From an optimization exercise on the open Yosys and OpenROAD flow, aimed at small area; shortcuts taken in it are not production practice.
For this run, only the layout was checked, not whether the RTL still works.
Power figures rest on the tool's default switching activity, not on a simulated workload.

==> flow/design.v <==
module inc_cond_mppt (
    input wire clk,
    input wire reset,
    input wire start,
    input wire [15:0] voltage_in,
    input wire [15:0] current_in,
    output wire [15:0] duty_cycle,
    output reg mpp_found,
    output wire [15:0] power_out
);
    reg [7:0] duty_hi;    
    reg       duty_mid;   
    reg       duty_lo;    
    assign duty_cycle = {2'b00, duty_hi, {5{duty_mid}}, duty_lo};
    reg calc, upd;
    reg [15:0] v_prev, i_prev;
    always @(posedge clk) begin
        v_prev <= voltage_in;
        i_prev <= current_in;
    end
    wire i_eq = current_in == i_prev;
    wire i_ge = current_in >= i_prev;
    wire v_ge = voltage_in >= v_prev;
    wire up = ~(i_ge ^ v_ge);
    wire step = calc & ~i_eq;
    wire [7:0] m = ~(duty_hi ^ {8{up}});
    wire [8:0] t;
    assign t[0] = 1'b1;
    genvar k;
    generate for (k = 0; k < 8; k = k + 1) begin : g_t
        assign t[k+1] = t[k] & m[k];
    end endgenerate
    wire sat = t[8];                        
    wire lo_zero = (duty_hi == 8'd1) & ~duty_lo;  
    wire set_l = sat | (~up & lo_zero);
    always @(posedge clk or posedge reset) begin
        if (reset) begin
            calc <= 1'b0;
            upd <= 1'b0;
            duty_hi <= 8'h80;
            duty_mid <= 1'b0;
            duty_lo <= 1'b0;
            mpp_found <= 1'b0;
        end else begin
            calc <= ~calc & ~upd & start;
            upd <= calc;
            if (calc)
                mpp_found <= i_eq;
            if (step & ~sat)
                duty_hi <= duty_hi ^ t[7:0];
            if (step & set_l) begin
                duty_mid <= up;
                duty_lo <= 1'b1;
            end
        end
    end
    mul24 u_mul (.a(voltage_in), .b(current_in), .p(power_out));
endmodule
module mfa(input a, input b, input c, output s, output co);
  assign {co, s} = a + b + c;
endmodule
module mha(input a, input b, output s, output co);
  assign {co, s} = a + b;
endmodule
module mul24(input [15:0] a, input [15:0] b, output [15:0] p);
  wire [255:0] n;
  genvar gi, gj;
  generate for (gi = 0; gi < 16; gi = gi + 1) begin : g_pp
    for (gj = 0; gj < 16; gj = gj + 1) begin : g_ppj
      assign n[16*gi+gj] = ~(a[gi] & b[gj]);
    end
  end endgenerate
  wire s1, c2;
  assign s1 = ~(n[17] ^ n[2]);
  assign c2 = n[17] | n[2];
  wire s3, c4;
  mfa f4 (.a(n[18]), .b(n[33]), .c(n[3]), .s(s3), .co(c4));
  wire s5, c6;
  assign s5 = ~(n[48] ^ c2);
  assign c6 = n[48] | c2;
  wire s7, c8;
  mfa f8 (.a(n[19]), .b(n[34]), .c(n[49]), .s(s7), .co(c8));
  wire s9, c10;
  mfa f10 (.a(n[4]), .b(n[64]), .c(c4), .s(s9), .co(c10));
  wire s11, c12;
  assign s11 = ~(c6 ^ s7);
  assign c12 = c6 | s7;
  wire s13, c14;
  mfa f14 (.a(n[20]), .b(n[35]), .c(n[50]), .s(s13), .co(c14));
  wire s15, c16;
  mfa f16 (.a(n[5]), .b(n[65]), .c(n[80]), .s(s15), .co(c16));
  wire s17, c18;
  mfa f18 (.a(c8), .b(s13), .c(s15), .s(s17), .co(c18));
  wire s19, c20;
  assign s19 = ~(c12 ^ c10);
  assign c20 = c12 | c10;
  wire s21, c22;
  mfa f22 (.a(n[21]), .b(n[36]), .c(n[51]), .s(s21), .co(c22));
  wire s23, c24;
  mfa f24 (.a(n[66]), .b(n[6]), .c(n[81]), .s(s23), .co(c24));
  wire s25, c26;
  mfa f26 (.a(n[96]), .b(c14), .c(c16), .s(s25), .co(c26));
  wire s27, c28;
  mfa f28 (.a(s21), .b(s23), .c(c18), .s(s27), .co(c28));
  wire s29, c30;
  assign s29 = ~(s25 ^ c20);
  assign c30 = s25 | c20;
  wire s31, c32;
  mfa f32 (.a(n[112]), .b(n[22]), .c(n[37]), .s(s31), .co(c32));
  wire s33, c34;
  mfa f34 (.a(n[52]), .b(n[67]), .c(n[7]), .s(s33), .co(c34));
  wire s35, c36;
  mfa f36 (.a(n[82]), .b(n[97]), .c(c22), .s(s35), .co(c36));
  wire s37, c38;
  mfa f38 (.a(c24), .b(s31), .c(s33), .s(s37), .co(c38));
  wire s39, c40;
  mfa f40 (.a(c26), .b(s35), .c(s37), .s(s39), .co(c40));
  wire s41, c42;
  assign s41 = ~(c28 ^ c30);
  assign c42 = c28 | c30;
  wire s43, c44;
  mfa f44 (.a(n[113]), .b(n[128]), .c(n[23]), .s(s43), .co(c44));
  wire s45, c46;
  mfa f46 (.a(n[38]), .b(n[53]), .c(n[68]), .s(s45), .co(c46));
  wire s47, c48;
  mfa f48 (.a(n[83]), .b(n[8]), .c(n[98]), .s(s47), .co(c48));
  wire s49, c50;
  mfa f50 (.a(c32), .b(c34), .c(s43), .s(s49), .co(c50));
  wire s51, c52;
  mfa f52 (.a(s45), .b(s47), .c(c36), .s(s51), .co(c52));
  wire s53, c54;
  mfa f54 (.a(c38), .b(s49), .c(s51), .s(s53), .co(c54));
  wire s55, c56;
  assign s55 = ~(c40 ^ c42);
  assign c56 = c40 | c42;
  wire s57, c58;
  mfa f58 (.a(n[114]), .b(n[129]), .c(n[144]), .s(s57), .co(c58));
  wire s59, c60;
  mfa f60 (.a(n[24]), .b(n[39]), .c(n[54]), .s(s59), .co(c60));
  wire s61, c62;
  mfa f62 (.a(n[69]), .b(n[84]), .c(n[99]), .s(s61), .co(c62));
  wire s63, c64;
  mfa f64 (.a(n[9]), .b(c44), .c(c46), .s(s63), .co(c64));
  wire s65, c66;
  mfa f66 (.a(c48), .b(s57), .c(s59), .s(s65), .co(c66));
  wire s67, c68;
  mfa f68 (.a(s61), .b(c50), .c(s63), .s(s67), .co(c68));
  wire s69, c70;
  mfa f70 (.a(s65), .b(c52), .c(s67), .s(s69), .co(c70));
  wire s71, c72;
  assign s71 = ~(c54 ^ c56);
  assign c72 = c54 | c56;
  wire s73, c74;
  mfa f74 (.a(n[100]), .b(n[10]), .c(n[115]), .s(s73), .co(c74));
  wire s75, c76;
  mfa f76 (.a(n[130]), .b(n[145]), .c(n[160]), .s(s75), .co(c76));
  wire s77, c78;
  mfa f78 (.a(n[25]), .b(n[40]), .c(n[55]), .s(s77), .co(c78));
  wire s79, c80;
  mfa f80 (.a(n[70]), .b(n[85]), .c(c58), .s(s79), .co(c80));
  wire s81, c82;
  mfa f82 (.a(c60), .b(c62), .c(s73), .s(s81), .co(c82));
  wire s83, c84;
  mfa f84 (.a(s75), .b(s77), .c(c64), .s(s83), .co(c84));
  wire s85, c86;
  mfa f86 (.a(c66), .b(s79), .c(s81), .s(s85), .co(c86));
  wire s87, c88;
  mfa f88 (.a(c68), .b(s83), .c(s85), .s(s87), .co(c88));
  wire s89, c90;
  assign s89 = ~(c70 ^ s87);
  assign c90 = c70 | s87;
  wire s91, c92;
  mfa f92 (.a(n[101]), .b(n[116]), .c(n[11]), .s(s91), .co(c92));
  wire s93, c94;
  mfa f94 (.a(n[131]), .b(n[146]), .c(n[161]), .s(s93), .co(c94));
  wire s95, c96;
  mfa f96 (.a(n[176]), .b(n[26]), .c(n[41]), .s(s95), .co(c96));
  wire s97, c98;
  mfa f98 (.a(n[56]), .b(n[71]), .c(n[86]), .s(s97), .co(c98));
  wire s99, c100;
  mfa f100 (.a(c74), .b(c76), .c(c78), .s(s99), .co(c100));
  wire s101, c102;
  mfa f102 (.a(s91), .b(s93), .c(s95), .s(s101), .co(c102));
  wire s103, c104;
  mfa f104 (.a(s97), .b(c80), .c(c82), .s(s103), .co(c104));
  wire s105, c106;
  mfa f106 (.a(s99), .b(s101), .c(c84), .s(s105), .co(c106));
  wire s107, c108;
  mfa f108 (.a(c86), .b(s103), .c(s105), .s(s107), .co(c108));
  wire s109, c110;
  assign s109 = ~(c88 ^ c90);
  assign c110 = c88 | c90;
  wire s111, c112;
  mfa f112 (.a(n[102]), .b(n[117]), .c(n[12]), .s(s111), .co(c112));
  wire s113, c114;
  mfa f114 (.a(n[132]), .b(n[147]), .c(n[162]), .s(s113), .co(c114));
  wire s115, c116;
  mfa f116 (.a(n[177]), .b(n[192]), .c(n[27]), .s(s115), .co(c116));
  wire s117, c118;
  mfa f118 (.a(n[42]), .b(n[57]), .c(n[72]), .s(s117), .co(c118));
  wire s119, c120;
  mfa f120 (.a(n[87]), .b(c92), .c(c94), .s(s119), .co(c120));
  wire s121, c122;
  mfa f122 (.a(c96), .b(c98), .c(s111), .s(s121), .co(c122));
  wire s123, c124;
  mfa f124 (.a(s113), .b(s115), .c(s117), .s(s123), .co(c124));
  wire s125, c126;
  mfa f126 (.a(c100), .b(c102), .c(s119), .s(s125), .co(c126));
  wire s127, c128;
  mfa f128 (.a(s121), .b(s123), .c(c104), .s(s127), .co(c128));
  wire s129, c130;
  mfa f130 (.a(s125), .b(c106), .c(s127), .s(s129), .co(c130));
  wire s131, c132;
  assign s131 = ~(c108 ^ s129);
  assign c132 = c108 | s129;
  wire s133, c134;
  mfa f134 (.a(n[103]), .b(n[118]), .c(n[133]), .s(s133), .co(c134));
  wire s135, c136;
  mfa f136 (.a(n[13]), .b(n[148]), .c(n[163]), .s(s135), .co(c136));
  wire s137, c138;
  mfa f138 (.a(n[178]), .b(n[193]), .c(n[208]), .s(s137), .co(c138));
  wire s139, c140;
  mfa f140 (.a(n[28]), .b(n[43]), .c(n[58]), .s(s139), .co(c140));
  wire s141, c142;
  mfa f142 (.a(n[73]), .b(n[88]), .c(c112), .s(s141), .co(c142));
  wire s143, c144;
  mfa f144 (.a(c114), .b(c116), .c(c118), .s(s143), .co(c144));
  wire s145, c146;
  mfa f146 (.a(s133), .b(s135), .c(s137), .s(s145), .co(c146));
  wire s147, c148;
  mfa f148 (.a(s139), .b(c120), .c(c122), .s(s147), .co(c148));
  wire s149, c150;
  mfa f150 (.a(c124), .b(s141), .c(s143), .s(s149), .co(c150));
  wire s151, c152;
  mfa f152 (.a(s145), .b(c126), .c(s147), .s(s151), .co(c152));
  wire s153, c154;
  mfa f154 (.a(s149), .b(c128), .c(s151), .s(s153), .co(c154));
  wire s155, c156;
  assign s155 = ~(c130 ^ s153);
  assign c156 = c130 | s153;
  wire s157, c158;
  mfa f158 (.a(n[104]), .b(n[119]), .c(n[134]), .s(s157), .co(c158));
  wire s159, c160;
  mfa f160 (.a(n[149]), .b(n[14]), .c(n[164]), .s(s159), .co(c160));
  wire s161, c162;
  mfa f162 (.a(n[179]), .b(n[194]), .c(n[209]), .s(s161), .co(c162));
  wire s163, c164;
  mfa f164 (.a(n[224]), .b(n[29]), .c(n[44]), .s(s163), .co(c164));
  wire s165, c166;
  mfa f166 (.a(n[59]), .b(n[74]), .c(n[89]), .s(s165), .co(c166));
  wire s167, c168;
  mfa f168 (.a(c134), .b(c136), .c(c138), .s(s167), .co(c168));
  wire s169, c170;
  mfa f170 (.a(c140), .b(s157), .c(s159), .s(s169), .co(c170));
  wire s171, c172;
  mfa f172 (.a(s161), .b(s163), .c(s165), .s(s171), .co(c172));
  wire s173, c174;
  mfa f174 (.a(c142), .b(c144), .c(c146), .s(s173), .co(c174));
  wire s175, c176;
  mfa f176 (.a(s167), .b(s169), .c(s171), .s(s175), .co(c176));
  wire s177, c178;
  mfa f178 (.a(c148), .b(c150), .c(s173), .s(s177), .co(c178));
  wire s179, c180;
  mfa f180 (.a(s175), .b(c152), .c(s177), .s(s179), .co(c180));
  wire s181, c182;
  assign s181 = ~(c154 ^ s179);
  assign c182 = c154 | s179;
  wire s183, c184;
  mfa f184 (.a(n[105]), .b(n[120]), .c(n[135]), .s(s183), .co(c184));
  wire s185, c186;
  mfa f186 (.a(n[150]), .b(n[15]), .c(n[165]), .s(s185), .co(c186));
  wire s187, c188;
  mfa f188 (.a(n[180]), .b(n[195]), .c(n[210]), .s(s187), .co(c188));
  wire s189, c190;
  mfa f190 (.a(n[225]), .b(n[240]), .c(n[30]), .s(s189), .co(c190));
  wire s191, c192;
  mfa f192 (.a(n[45]), .b(n[60]), .c(n[75]), .s(s191), .co(c192));
  wire s193, c194;
  mfa f194 (.a(n[90]), .b(c158), .c(c160), .s(s193), .co(c194));
  wire s195, c196;
  mfa f196 (.a(c162), .b(c164), .c(c166), .s(s195), .co(c196));
  wire s197, c198;
  mfa f198 (.a(s183), .b(s185), .c(s187), .s(s197), .co(c198));
  wire s199, c200;
  mfa f200 (.a(s189), .b(s191), .c(c168), .s(s199), .co(c200));
  wire s201, c202;
  mfa f202 (.a(c170), .b(c172), .c(s193), .s(s201), .co(c202));
  wire s203, c204;
  mfa f204 (.a(s195), .b(s197), .c(c174), .s(s203), .co(c204));
  wire s205, c206;
  mfa f206 (.a(s199), .b(c176), .c(s201), .s(s205), .co(c206));
  wire s207, c208;
  mfa f208 (.a(c178), .b(s203), .c(s205), .s(s207), .co(c208));
  wire s209, c210;
  assign s209 = ~(c180 ^ s207);
  assign c210 = c180 | s207;
  wire s211, c212;
  mfa f212 (.a(n[106]), .b(n[121]), .c(n[136]), .s(s211), .co(c212));
  wire s213, c214;
  mfa f214 (.a(n[151]), .b(n[166]), .c(n[181]), .s(s213), .co(c214));
  wire s215, c216;
  mfa f216 (.a(n[196]), .b(n[211]), .c(n[226]), .s(s215), .co(c216));
  wire s217, c218;
  mfa f218 (.a(n[241]), .b(n[31]), .c(n[46]), .s(s217), .co(c218));
  wire s219, c220;
  mfa f220 (.a(n[61]), .b(n[76]), .c(n[91]), .s(s219), .co(c220));
  wire s221, c222;
  mfa f222 (.a(c184), .b(c186), .c(c188), .s(s221), .co(c222));
  wire s223, c224;
  mfa f224 (.a(c190), .b(c192), .c(s211), .s(s223), .co(c224));
  wire s225, c226;
  mfa f226 (.a(s213), .b(s215), .c(s217), .s(s225), .co(c226));
  wire s227, c228;
  mfa f228 (.a(s219), .b(c194), .c(c196), .s(s227), .co(c228));
  wire s229, c230;
  mfa f230 (.a(c198), .b(s221), .c(s223), .s(s229), .co(c230));
  wire s231, c232;
  mfa f232 (.a(s225), .b(c200), .c(c202), .s(s231), .co(c232));
  wire s233, c234;
  mfa f234 (.a(s227), .b(s229), .c(c204), .s(s233), .co(c234));
  wire s235, c236;
  mfa f236 (.a(c206), .b(s231), .c(s233), .s(s235), .co(c236));
  wire s237, c238;
  assign s237 = ~(c208 ^ c210);
  assign c238 = c208 | c210;
  wire s239, c240;
  mfa f240 (.a(n[107]), .b(n[122]), .c(n[137]), .s(s239), .co(c240));
  wire s241, c242;
  mfa f242 (.a(n[152]), .b(n[167]), .c(n[182]), .s(s241), .co(c242));
  wire s243, c244;
  mfa f244 (.a(n[197]), .b(n[212]), .c(n[227]), .s(s243), .co(c244));
  wire s245, c246;
  mfa f246 (.a(n[242]), .b(n[47]), .c(n[62]), .s(s245), .co(c246));
  wire s247, c248;
  mfa f248 (.a(n[77]), .b(n[92]), .c(c212), .s(s247), .co(c248));
  wire s249, c250;
  mfa f250 (.a(c214), .b(c216), .c(c218), .s(s249), .co(c250));
  wire s251, c252;
  mfa f252 (.a(c220), .b(s239), .c(s241), .s(s251), .co(c252));
  wire s253, c254;
  mfa f254 (.a(s243), .b(s245), .c(c222), .s(s253), .co(c254));
  wire s255, c256;
  mfa f256 (.a(c224), .b(c226), .c(s247), .s(s255), .co(c256));
  wire s257, c258;
  mfa f258 (.a(s249), .b(s251), .c(c228), .s(s257), .co(c258));
  wire s259, c260;
  mfa f260 (.a(s253), .b(c230), .c(s255), .s(s259), .co(c260));
  wire s261, c262;
  mfa f262 (.a(c232), .b(s257), .c(s259), .s(s261), .co(c262));
  wire s263, c264;
  mfa f264 (.a(c234), .b(s261), .c(c236), .s(s263), .co(c264));
  wire s265, c266;
  mfa f266 (.a(n[108]), .b(n[123]), .c(n[138]), .s(s265), .co(c266));
  wire s267, c268;
  mfa f268 (.a(n[153]), .b(n[168]), .c(n[183]), .s(s267), .co(c268));
  wire s269, c270;
  mfa f270 (.a(n[198]), .b(n[213]), .c(n[228]), .s(s269), .co(c270));
  wire s271, c272;
  mfa f272 (.a(n[243]), .b(n[63]), .c(n[78]), .s(s271), .co(c272));
  wire s273, c274;
  mfa f274 (.a(n[93]), .b(c240), .c(c242), .s(s273), .co(c274));
  wire s275, c276;
  mfa f276 (.a(c244), .b(c246), .c(s265), .s(s275), .co(c276));
  wire s277, c278;
  mfa f278 (.a(s267), .b(s269), .c(s271), .s(s277), .co(c278));
  wire s279, c280;
  mfa f280 (.a(c248), .b(c250), .c(c252), .s(s279), .co(c280));
  wire s281, c282;
  mfa f282 (.a(s273), .b(s275), .c(s277), .s(s281), .co(c282));
  wire s283, c284;
  mfa f284 (.a(c254), .b(c256), .c(s279), .s(s283), .co(c284));
  wire s285, c286;
  mfa f286 (.a(s281), .b(c258), .c(c260), .s(s285), .co(c286));
  wire s287, c288;
  mfa f288 (.a(s283), .b(c262), .c(s285), .s(s287), .co(c288));
  wire s289, c290;
  mfa f290 (.a(n[109]), .b(n[124]), .c(n[139]), .s(s289), .co(c290));
  wire s291, c292;
  mfa f292 (.a(n[154]), .b(n[169]), .c(n[184]), .s(s291), .co(c292));
  wire s293, c294;
  mfa f294 (.a(n[199]), .b(n[214]), .c(n[229]), .s(s293), .co(c294));
  wire s295, c296;
  mfa f296 (.a(n[244]), .b(n[79]), .c(n[94]), .s(s295), .co(c296));
  wire s297, c298;
  mfa f298 (.a(c266), .b(c268), .c(c270), .s(s297), .co(c298));
  wire s299, c300;
  mfa f300 (.a(c272), .b(s289), .c(s291), .s(s299), .co(c300));
  wire s301, c302;
  mfa f302 (.a(s293), .b(s295), .c(c274), .s(s301), .co(c302));
  wire s303, c304;
  mfa f304 (.a(c276), .b(c278), .c(s297), .s(s303), .co(c304));
  wire s305, c306;
  mfa f306 (.a(s299), .b(c280), .c(s301), .s(s305), .co(c306));
  wire s307, c308;
  mfa f308 (.a(c282), .b(s303), .c(c284), .s(s307), .co(c308));
  wire s309, c310;
  mfa f310 (.a(s305), .b(c286), .c(s307), .s(s309), .co(c310));
  wire s311, c312;
  mfa f312 (.a(n[110]), .b(n[125]), .c(n[140]), .s(s311), .co(c312));
  wire s313, c314;
  mfa f314 (.a(n[155]), .b(n[170]), .c(n[185]), .s(s313), .co(c314));
  wire s315, c316;
  mfa f316 (.a(n[200]), .b(n[215]), .c(n[230]), .s(s315), .co(c316));
  wire s317, c318;
  mfa f318 (.a(n[245]), .b(n[95]), .c(c290), .s(s317), .co(c318));
  wire s319, c320;
  mfa f320 (.a(c292), .b(c294), .c(c296), .s(s319), .co(c320));
  wire s321, c322;
  mfa f322 (.a(s311), .b(s313), .c(s315), .s(s321), .co(c322));
  wire s323, c324;
  mfa f324 (.a(c298), .b(c300), .c(s317), .s(s323), .co(c324));
  wire s325, c326;
  mfa f326 (.a(s319), .b(s321), .c(c302), .s(s325), .co(c326));
  wire s327, c328;
  mfa f328 (.a(c304), .b(s323), .c(c306), .s(s327), .co(c328));
  wire s329, c330;
  mfa f330 (.a(s325), .b(c308), .c(s327), .s(s329), .co(c330));
  wire s331, c332;
  mfa f332 (.a(n[111]), .b(n[126]), .c(n[141]), .s(s331), .co(c332));
  wire s333, c334;
  mfa f334 (.a(n[156]), .b(n[171]), .c(n[186]), .s(s333), .co(c334));
  wire s335, c336;
  mfa f336 (.a(n[201]), .b(n[216]), .c(n[231]), .s(s335), .co(c336));
  wire s337, c338;
  mfa f338 (.a(n[246]), .b(c312), .c(c314), .s(s337), .co(c338));
  wire s339, c340;
  mfa f340 (.a(c316), .b(s331), .c(s333), .s(s339), .co(c340));
  wire s341, c342;
  mfa f342 (.a(s335), .b(c318), .c(c320), .s(s341), .co(c342));
  wire s343, c344;
  mfa f344 (.a(c322), .b(s337), .c(s339), .s(s343), .co(c344));
  wire s345, c346;
  mfa f346 (.a(c324), .b(s341), .c(s343), .s(s345), .co(c346));
  wire s347, c348;
  mfa f348 (.a(c326), .b(s345), .c(c328), .s(s347), .co(c348));
  wire s349, c350;
  mfa f350 (.a(n[127]), .b(n[142]), .c(n[157]), .s(s349), .co(c350));
  wire s351, c352;
  mfa f352 (.a(n[172]), .b(n[187]), .c(n[202]), .s(s351), .co(c352));
  wire s353, c354;
  mfa f354 (.a(n[217]), .b(n[232]), .c(n[247]), .s(s353), .co(c354));
  wire s355, c356;
  mfa f356 (.a(c332), .b(c334), .c(c336), .s(s355), .co(c356));
  wire s357, c358;
  mfa f358 (.a(s349), .b(s351), .c(s353), .s(s357), .co(c358));
  wire s359, c360;
  mfa f360 (.a(c338), .b(c340), .c(s355), .s(s359), .co(c360));
  wire s361, c362;
  mfa f362 (.a(s357), .b(c342), .c(c344), .s(s361), .co(c362));
  wire s363, c364;
  mfa f364 (.a(s359), .b(c346), .c(s361), .s(s363), .co(c364));
  wire s365, c366;
  mfa f366 (.a(n[143]), .b(n[158]), .c(n[173]), .s(s365), .co(c366));
  wire s367, c368;
  mfa f368 (.a(n[188]), .b(n[203]), .c(n[218]), .s(s367), .co(c368));
  wire s369, c370;
  mfa f370 (.a(n[233]), .b(n[248]), .c(c350), .s(s369), .co(c370));
  wire s371, c372;
  mfa f372 (.a(c352), .b(c354), .c(s365), .s(s371), .co(c372));
  wire s373, c374;
  mfa f374 (.a(s367), .b(c356), .c(c358), .s(s373), .co(c374));
  wire s375, c376;
  mfa f376 (.a(s369), .b(s371), .c(c360), .s(s375), .co(c376));
  wire s377, c378;
  mfa f378 (.a(s373), .b(c362), .c(s375), .s(s377), .co(c378));
  wire [23:0] rx = {c364, s363, c330, c310, c288, s287, c238, s235, c182, c156, c132, c110, s107, c72, s69, s53, s39, s29, s17, s11, s3, n[32], n[16], n[0]};
  wire [23:0] ry = {s377, c348, s347, s329, s309, c264, s263, s237, s209, s181, s155, s131, s109, s89, s71, s55, s41, s27, s19, s9, s5, s1, n[1], 1'b1};
  wire [23:0] g0 = rx & ry;
  wire [23:0] p0 = rx ^ ry;
  wire pg379 = g0[0] | (p0[0] & 1'b1);
  wire pg381 = g0[2] | (p0[2] & g0[1]);
  wire pp382 = p0[2] & p0[1];
  wire pg383 = g0[4] | (p0[4] & g0[3]);
  wire pp384 = p0[4] & p0[3];
  wire pg385 = g0[6] | (p0[6] & g0[5]);
  wire pp386 = p0[6] & p0[5];
  wire pg387 = g0[8] | (p0[8] & g0[7]);
  wire pp388 = p0[8] & p0[7];
  wire pg389 = g0[10] | (p0[10] & g0[9]);
  wire pp390 = p0[10] & p0[9];
  wire pg391 = g0[12] | (p0[12] & g0[11]);
  wire pp392 = p0[12] & p0[11];
  wire pg393 = g0[14] | (p0[14] & g0[13]);
  wire pp394 = p0[14] & p0[13];
  wire pg395 = g0[16] | (p0[16] & g0[15]);
  wire pp396 = p0[16] & p0[15];
  wire pg397 = g0[18] | (p0[18] & g0[17]);
  wire pp398 = p0[18] & p0[17];
  wire pg399 = g0[20] | (p0[20] & g0[19]);
  wire pp400 = p0[20] & p0[19];
  wire pg401 = g0[22] | (p0[22] & g0[21]);
  wire pp402 = p0[22] & p0[21];
  wire pg403 = pg381 | (pp382 & pg379);
  wire pg405 = pg385 | (pp386 & pg383);
  wire pp406 = pp386 & pp384;
  wire pg407 = pg389 | (pp390 & pg387);
  wire pp408 = pp390 & pp388;
  wire pg409 = pg393 | (pp394 & pg391);
  wire pp410 = pp394 & pp392;
  wire pg411 = pg397 | (pp398 & pg395);
  wire pp412 = pp398 & pp396;
  wire pg413 = pg401 | (pp402 & pg399);
  wire pp414 = pp402 & pp400;
  wire pg415 = pg405 | (pp406 & pg403);
  wire pg417 = pg409 | (pp410 & pg407);
  wire pp418 = pp410 & pp408;
  wire pg419 = pg413 | (pp414 & pg411);
  wire pp420 = pp414 & pp412;
  wire pg421 = pg417 | (pp418 & pg415);
  wire pg423 = pg419 | (pp420 & pg421);
  wire pg425 = pg407 | (pp408 & pg415);
  wire pg427 = pg411 | (pp412 & pg421);
  wire pg429 = pg383 | (pp384 & pg403);
  wire pg431 = pg387 | (pp388 & pg415);
  wire pg433 = pg391 | (pp392 & pg425);
  wire pg435 = pg395 | (pp396 & pg421);
  wire pg437 = pg399 | (pp400 & pg427);
  wire pg439 = g0[1] | (p0[1] & pg379);
  wire pg441 = g0[3] | (p0[3] & pg403);
  wire pg443 = g0[5] | (p0[5] & pg429);
  wire pg445 = g0[7] | (p0[7] & pg415);
  wire pg447 = g0[9] | (p0[9] & pg431);
  wire pg449 = g0[11] | (p0[11] & pg425);
  wire pg451 = g0[13] | (p0[13] & pg433);
  wire pg453 = g0[15] | (p0[15] & pg421);
  wire pg455 = g0[17] | (p0[17] & pg435);
  wire pg457 = g0[19] | (p0[19] & pg427);
  wire pg459 = g0[21] | (p0[21] & pg437);
  wire pg461 = g0[23] | (p0[23] & pg423);
  wire [15:0] hc = {pg423, pg459, pg437, pg457, pg427, pg455, pg435, pg453, pg421, pg451, pg433, pg449, pg425, pg447, pg431, pg445};
  assign p = ~(p0[23:8] ^ hc);
endmodule
==> flow/flow/run.sh <==
#!/bin/bash
# Layout flow: the standard ORFS flow, except that
#  - the adder cells mfa/mha of the RTL are mapped straight onto the
#    sky130 full/half adder cells (map.py), and Yosys's own full-adder
#    extraction is off (the design's adders are already explicit),
#  - ABC uses an area-oriented mapping script (abc.script),
#  - port buffers use the smallest buffer cell.
# Each tool's output goes to a log in this folder (make.log, orfs/logs/).
set -euo pipefail
W=$(pwd)
F=$W/flow
python3 $F/map.py $W/design.v $W/design_mapped.v
sed "s#^\(\s*\)log_cmd abc {\*}\$abc_args#\1log_cmd abc {*}[lreplace \$abc_args 1 1 $F/abc.script]#" \
  $FLOW_HOME/scripts/synth.tcl > $W/flow_synth.tcl
grep -q "lreplace" $W/flow_synth.tcl
sed "s#source \$::env(SCRIPTS_DIR)/synth.tcl#source $W/flow_synth.tcl#" $W/synth_recipe.tcl > $W/flow_synth_recipe.tcl
grep -q "flow_synth.tcl" $W/flow_synth_recipe.tcl
sed "s#^export VERILOG_FILES = .*#export VERILOG_FILES = $W/design_mapped.v#" $W/config.mk > $W/flow_config.mk
source $F/settings.sh
make -C $FLOW_HOME DESIGN_CONFIG=$W/flow_config.mk WORK_HOME=$W/orfs CLKGATE_MAP_FILE= \
  SYNTH_SCRIPT=$W/flow_synth_recipe.tcl ADDER_MAP_FILE= \
  "${MAKE_ARGS[@]}" finish > $W/make.log 2>&1
: # left out here: write the final layout as DEF
==> flow/flow/abc.script <==
strash
dch
map -a
topo
stime -c
==> flow/flow/map.py <==
#!/usr/bin/env python3
# Replace the bodies of the adder modules mfa/mha with sky130 cells.
import re, sys
src = open(sys.argv[1]).read()
cells = {
    'mfa': "  sky130_fd_sc_hd__fa_1 u (.A(a), .B(b), .CIN(c), .SUM(s), .COUT(co));\n",
    'mha': "  sky130_fd_sc_hd__ha_1 u (.A(a), .B(b), .SUM(s), .COUT(co));\n",
}
def rep(m):
    name, ports = m.group(1), m.group(2)
    if name in cells:
        return f"module {name}({ports});\n{cells[name]}endmodule"
    return m.group(0)
out = re.sub(r"module\s+(\w+)\s*\(([^;]*?)\);(.*?)endmodule", rep, src, flags=re.S)
open(sys.argv[2], 'w').write(out)
==> flow/flow/place_pre.tcl <==
# Buffer every input and output port (as the standard flow does), with a
# buffer cell sized for each side: inputs drive many loads, outputs one pin.
buffer_ports -inputs -buffer_cell sky130_fd_sc_hd__buf_2
buffer_ports -outputs -buffer_cell sky130_fd_sc_hd__buf_1
==> flow/flow/settings.sh <==
MAKE_ARGS=(CAP_MARGIN=20 CORE_MARGIN=2 CORE_UTILIZATION=40 SLEW_MARGIN=20
DONT_BUFFER_PORTS=1 PRE_GLOBAL_PLACE_TCL=$F/place_pre.tcl
"MIN_BUF_CELL_AND_PORTS=sky130_fd_sc_hd__buf_1 A X"
"GPL_TIMING_DRIVEN=0"
"CTS_BUF_LIST=sky130_fd_sc_hd__clkbuf_8"
"SYNTH_INSBUF=0"
)
==> flow/standard.sh <==
#!/bin/bash
# synth_recipe.tcl (not shown) runs the flow's synth.tcl, then flattens the netlist and writes it again
# the make line also repeats each setting of config.mk as NAME=value (left out here)
make -C /OpenROAD-flow-scripts/flow DESIGN_CONFIG=/design/flow/config.mk WORK_HOME=/design/flow/orfs CLKGATE_MAP_FILE= SYNTH_SCRIPT=/design/flow/synth_recipe.tcl "${@:-finish}"
==> flow/config.mk <==
export PLATFORM = sky130hd
export DESIGN_NAME = inc_cond_mppt
export DESIGN_NICKNAME = inc_cond_mppt
export VERILOG_FILES = /design/flow/design.v
export SDC_FILE = /design/flow/constraint.sdc
export NUM_CORES = 4
export LEC_CHECK = 0
export CAP_MARGIN = 20
export CORE_MARGIN = 2
export CORE_UTILIZATION = 40
export SLEW_MARGIN = 20
==> flow/constraint.sdc <==
create_clock -name core_clock -period 10.0 [get_ports {clk}]
set_input_delay 2.0000 -clock core_clock [delete_from_list [all_inputs] [get_ports {clk}]]
set_output_delay 2.0000 -clock core_clock [all_outputs]
set_load 0.01 [all_outputs]
==> run notes <==
-- state kept, by name (all words and copies together), names as in the netlist --
signal / cells
duty_mid: 1
i_prev: 16
v_prev: 16
calc: 1
duty_hi: 8
upd: 1
duty_lo: 1
mpp_found: 1
-- kinds of logic (layout without fill, tap and decap cells) --
family | Yosys count | in the layout | synth area share
and+or+nand+nor | 432 | 432 | 0.243
adders and majority gates | 174 | 174 | 0.487
buffers and inverters | 82 | 154 | 0.0430
AOI/OAI and AO/OA | 67 | 67 | 0.0581
DFF | 45 | 45 | 0.135
xor gates and xnor gates | 27 | 27 | 0.0331
other | 1 | 2 | 0.000524
-- metrics by stage --
stage	power [mW]	util	worst slack, ps	hold slack, ps
6_report	2.75	0.449	685	404
5_1_grt	3.17	0.449	152	428
4_1_cts	2.81	0.449	576	405
3_5_place_dp	2.67	0.444	588	395
3_3_place_gp	2.64	0.444	608	392
2_1_floorplan	2.06	-	1610	382
-- cell usage in the layout, fill, tap and decap left out, drive strengths merged, types with 9 or more instances in the layout --
cell type / Yosys / routed
nand3: 16 / 16
xnor2: 9 / 9
a21oi: 17 / 17
fa: 174 / 174
nand2: 314 / 314
dfxtp: 32 / 32
nor3: 10 / 10
o21ai: 19 / 19
buf: 0 / 65
xor2: 18 / 18
dfrtp: 12 / 12
clkinv: 82 / 83
nor2: 64 / 64
or2: 9 / 9
-- worst min-delay path by stage --
stage	start	to	slack (ps)	depth (start not counted)
2_1_floorplan	upd$_DFF_PP0_	calc$_DFF_PP0_	380	1
3_3_place_gp	upd$_DFF_PP0_	calc$_DFF_PP0_	390	1
3_5_place_dp	upd$_DFF_PP0_	calc$_DFF_PP0_	390	1
4_1_cts	upd$_DFF_PP0_	calc$_DFF_PP0_	410	1
5_1_grt	upd$_DFF_PP0_	calc$_DFF_PP0_	430	1
6_report	upd$_DFF_PP0_	calc$_DFF_PP0_	400	1
-- final cells by class --
cell class / instances / area share
Clock inverter: 2 / 0.00447
Timing Repair Buffer: 65 / 0.0366
Multi-Input combinational cell: 702 / 0.751
Clock buffer: 5 / 0.00879
Tap cell: 225 / 0.0360
Sequential cell: 45 / 0.124
Inverter: 82 / 0.0393
-- layer usage --
metal,wire length (um),share of wire
met1,7920,0.44
met2,9040,0.50
met3,936,0.052
met4,128,0.0071
met5,0,0
-- report_power, final --
| group | total (mW) | internal (mW) | switching, mW |
|---|---|---|---|
| clock network | 0.133 | 0.0727 | 0.0608 |
| registers | 0.234 | 0.209 | 0.0250 |
| logic | 2.38 | 0.968 | 1.41 |
| total | 2.75 | 1.25 | 1.50 |
==> impl_metrics.yaml <==
outcome:
  status: "complete, no violations"
flow_run:
  drv_cap: 0
sta:
  slew_headroom: 0.658
  period_share: 0.931
  max_freq_mhz: 107
  tightestPinTransition_ps: 513
  drv_slew: 0
  fin_crit_ps: 9310
  hold_viol_final: 0
  fin_setup_tns_ps: 0
  finalSetupViolCount: 0
  fin_skew_ps: 3.56
  rsz0062_at_grt: "false"
floorplan:
  start_util: 0.411
  fp.dieArea_sq_um: 19000
  die_x_um: 138
  core_sq_um: 17400
  rows: 48
  die_height_um: 138
  io_pins: 68
logic_synthesis:
  ys_seq_area_frac: 0.135
  synth_common_cells: "nand2_1 (314), fa_1 (174), clkinv_1 (82), nor2_1 (64), dfxtp_1 (32)"
  avgSynthCellArea_sq_um: 8.64
  yosysWarnings: 1
  ys_types: 36
  synth.area.top_cells: "fa_1 (49%), nand2_1 (16%), dfxtp_1 (9.0%), clkinv_1 (4.3%), dfrtp_1 (4.2%)"
  synth_edf_count: 0
  synth.most_common_cell: "nand2_1"
  synth_ff_type: "dfxtp_1"
  ys_ff_latch: 45
  syn_inst: 828
  synth_top_area_cell: "fa_1"
  async_flop_share: 0.289
  syn_area_sq_um: 7150
  yosysTopAreaCellShare: 0.487
global_route:
  overflow: 0
  gr-usage-met2: 0.358
  globalRouteMet1Util: 0.287
  antenna_found_initial: 0
  grt_start_max_net_pins: 20
  use_met3: 0.0177
  grt_util_all_layers: 0.206
  grt_pass1_wl_um: 30300
  grt-busiest-layer: "met2"
  grt_pass1_vias: 6002
placed_design:
  placed_cells: 1119
  placed_area_sq_um: 7720
  portBuffers: 65
  hpwl_um: 13200
  gp_congestion: 0.798
worst_setup_path:
  crit_path_start: "voltage_in[6]"
  cp.required_ps: 8000
  critPathKind: "in2out"
  rr_worst_depth: 16
  start_kind: "input pin"
  cpPeakStageDelay_ps: 540
  rrSetupSlack_ps: 6600
  cpMostUsedCell: "fa_1"
  critPathTopFamily: "adder cells"
  end_kind: "primary output"
  rr_startpoint: "v_prev[1]$_DFF_P_"
  crit_end: "power_out[15]"
  worst-path-buf-inv: 2
  r2r-end: "duty_hi[5]$_DFFE_PP0P_"
  arrival_ps: 7310
  cp.depth: 17
  slowest_stage: "fa_1"
  worstPathCellList: "buf_2 -> nand2_1 -> fa_1 -> fa_1 -> fa_1 -> fa_1 -> fa_1 -> fa_1 -> fa_1 -> or2_2 -> nand3_1 -> o21ai_0 -> a21oi_1 -> o21ai_0 -> a221oi_1 -> xor2_1 -> buf_1"
  crit_fanout: 19
clocking:
  clk_latency_ps: 290
  cts_buffers: 5
  root_buffer: "clkbuf_8"
  htree_levels: 2
  clkTransAtPathRegs_ps: 80
  cts.sinks: 45
  cts-resized-gates: 0
  postCtsHoldBufs: 0
  cts_setup_buffers: 0
  cts_tree: "built"
  ctsLongestPathBuffers: 2
final_layout:
  antenna_cells: 0
  syn_to_final_growth_pct: 9.45
  final_layout_size_suffix_gt1_frac: 0.0710
  multi_input_area_sq_um: 5880
  seq_area_sq_um: 967
  fin_nets: 1110
  fin_area_sq_um: 7830
  n_fill_cell: 1753
  finalNonFillerCells: 1126
route:
  drtIter0Drc: 346
  first_pass_iters: 4
  vias: 5791
  drt_wl_total_um: 18000
  ant_nets: 0
  drc: 0
  routed_via_density: 5.14
  routedWlPerCell_um: 16.0
power:
  power_density_nw_per_um2: 351
  ir_worst_vdd_v: 0.000429
  leakagePower_nw: 2.89
min_path:
  hold_path_class: "reg2reg"

## static timing again, ports no longer ideal
Ports are ideal in the flow. The routed layout listed here was re-timed in OpenROAD. Step 1 (the two cells are an assumption about what drives the block):
set clk [get_ports {clk}]
set_driving_cell -lib_cell sky130_fd_sc_hd__clkbuf_16 $clk
set_driving_cell -lib_cell sky130_fd_sc_hd__buf_2 [delete_from_list [all_inputs] $clk]
Step 2 times the ports against the registers' clock, not the clock port: input delays grow and output delays shrink by t, the midpoint of the rising clock arrivals with the driver on. Three values: ideal ports, drivers, drivers and shift; two values: the first two.
t (ns): 0.315
setup WS [ns]: 0.685 / 0.656 / 0.656
worst setup path after step 2: input to output
After both steps this run still meets setup and hold. The setup slack of this run moves by -0.029 ns with the drivers and by -0.029 ns with both steps.
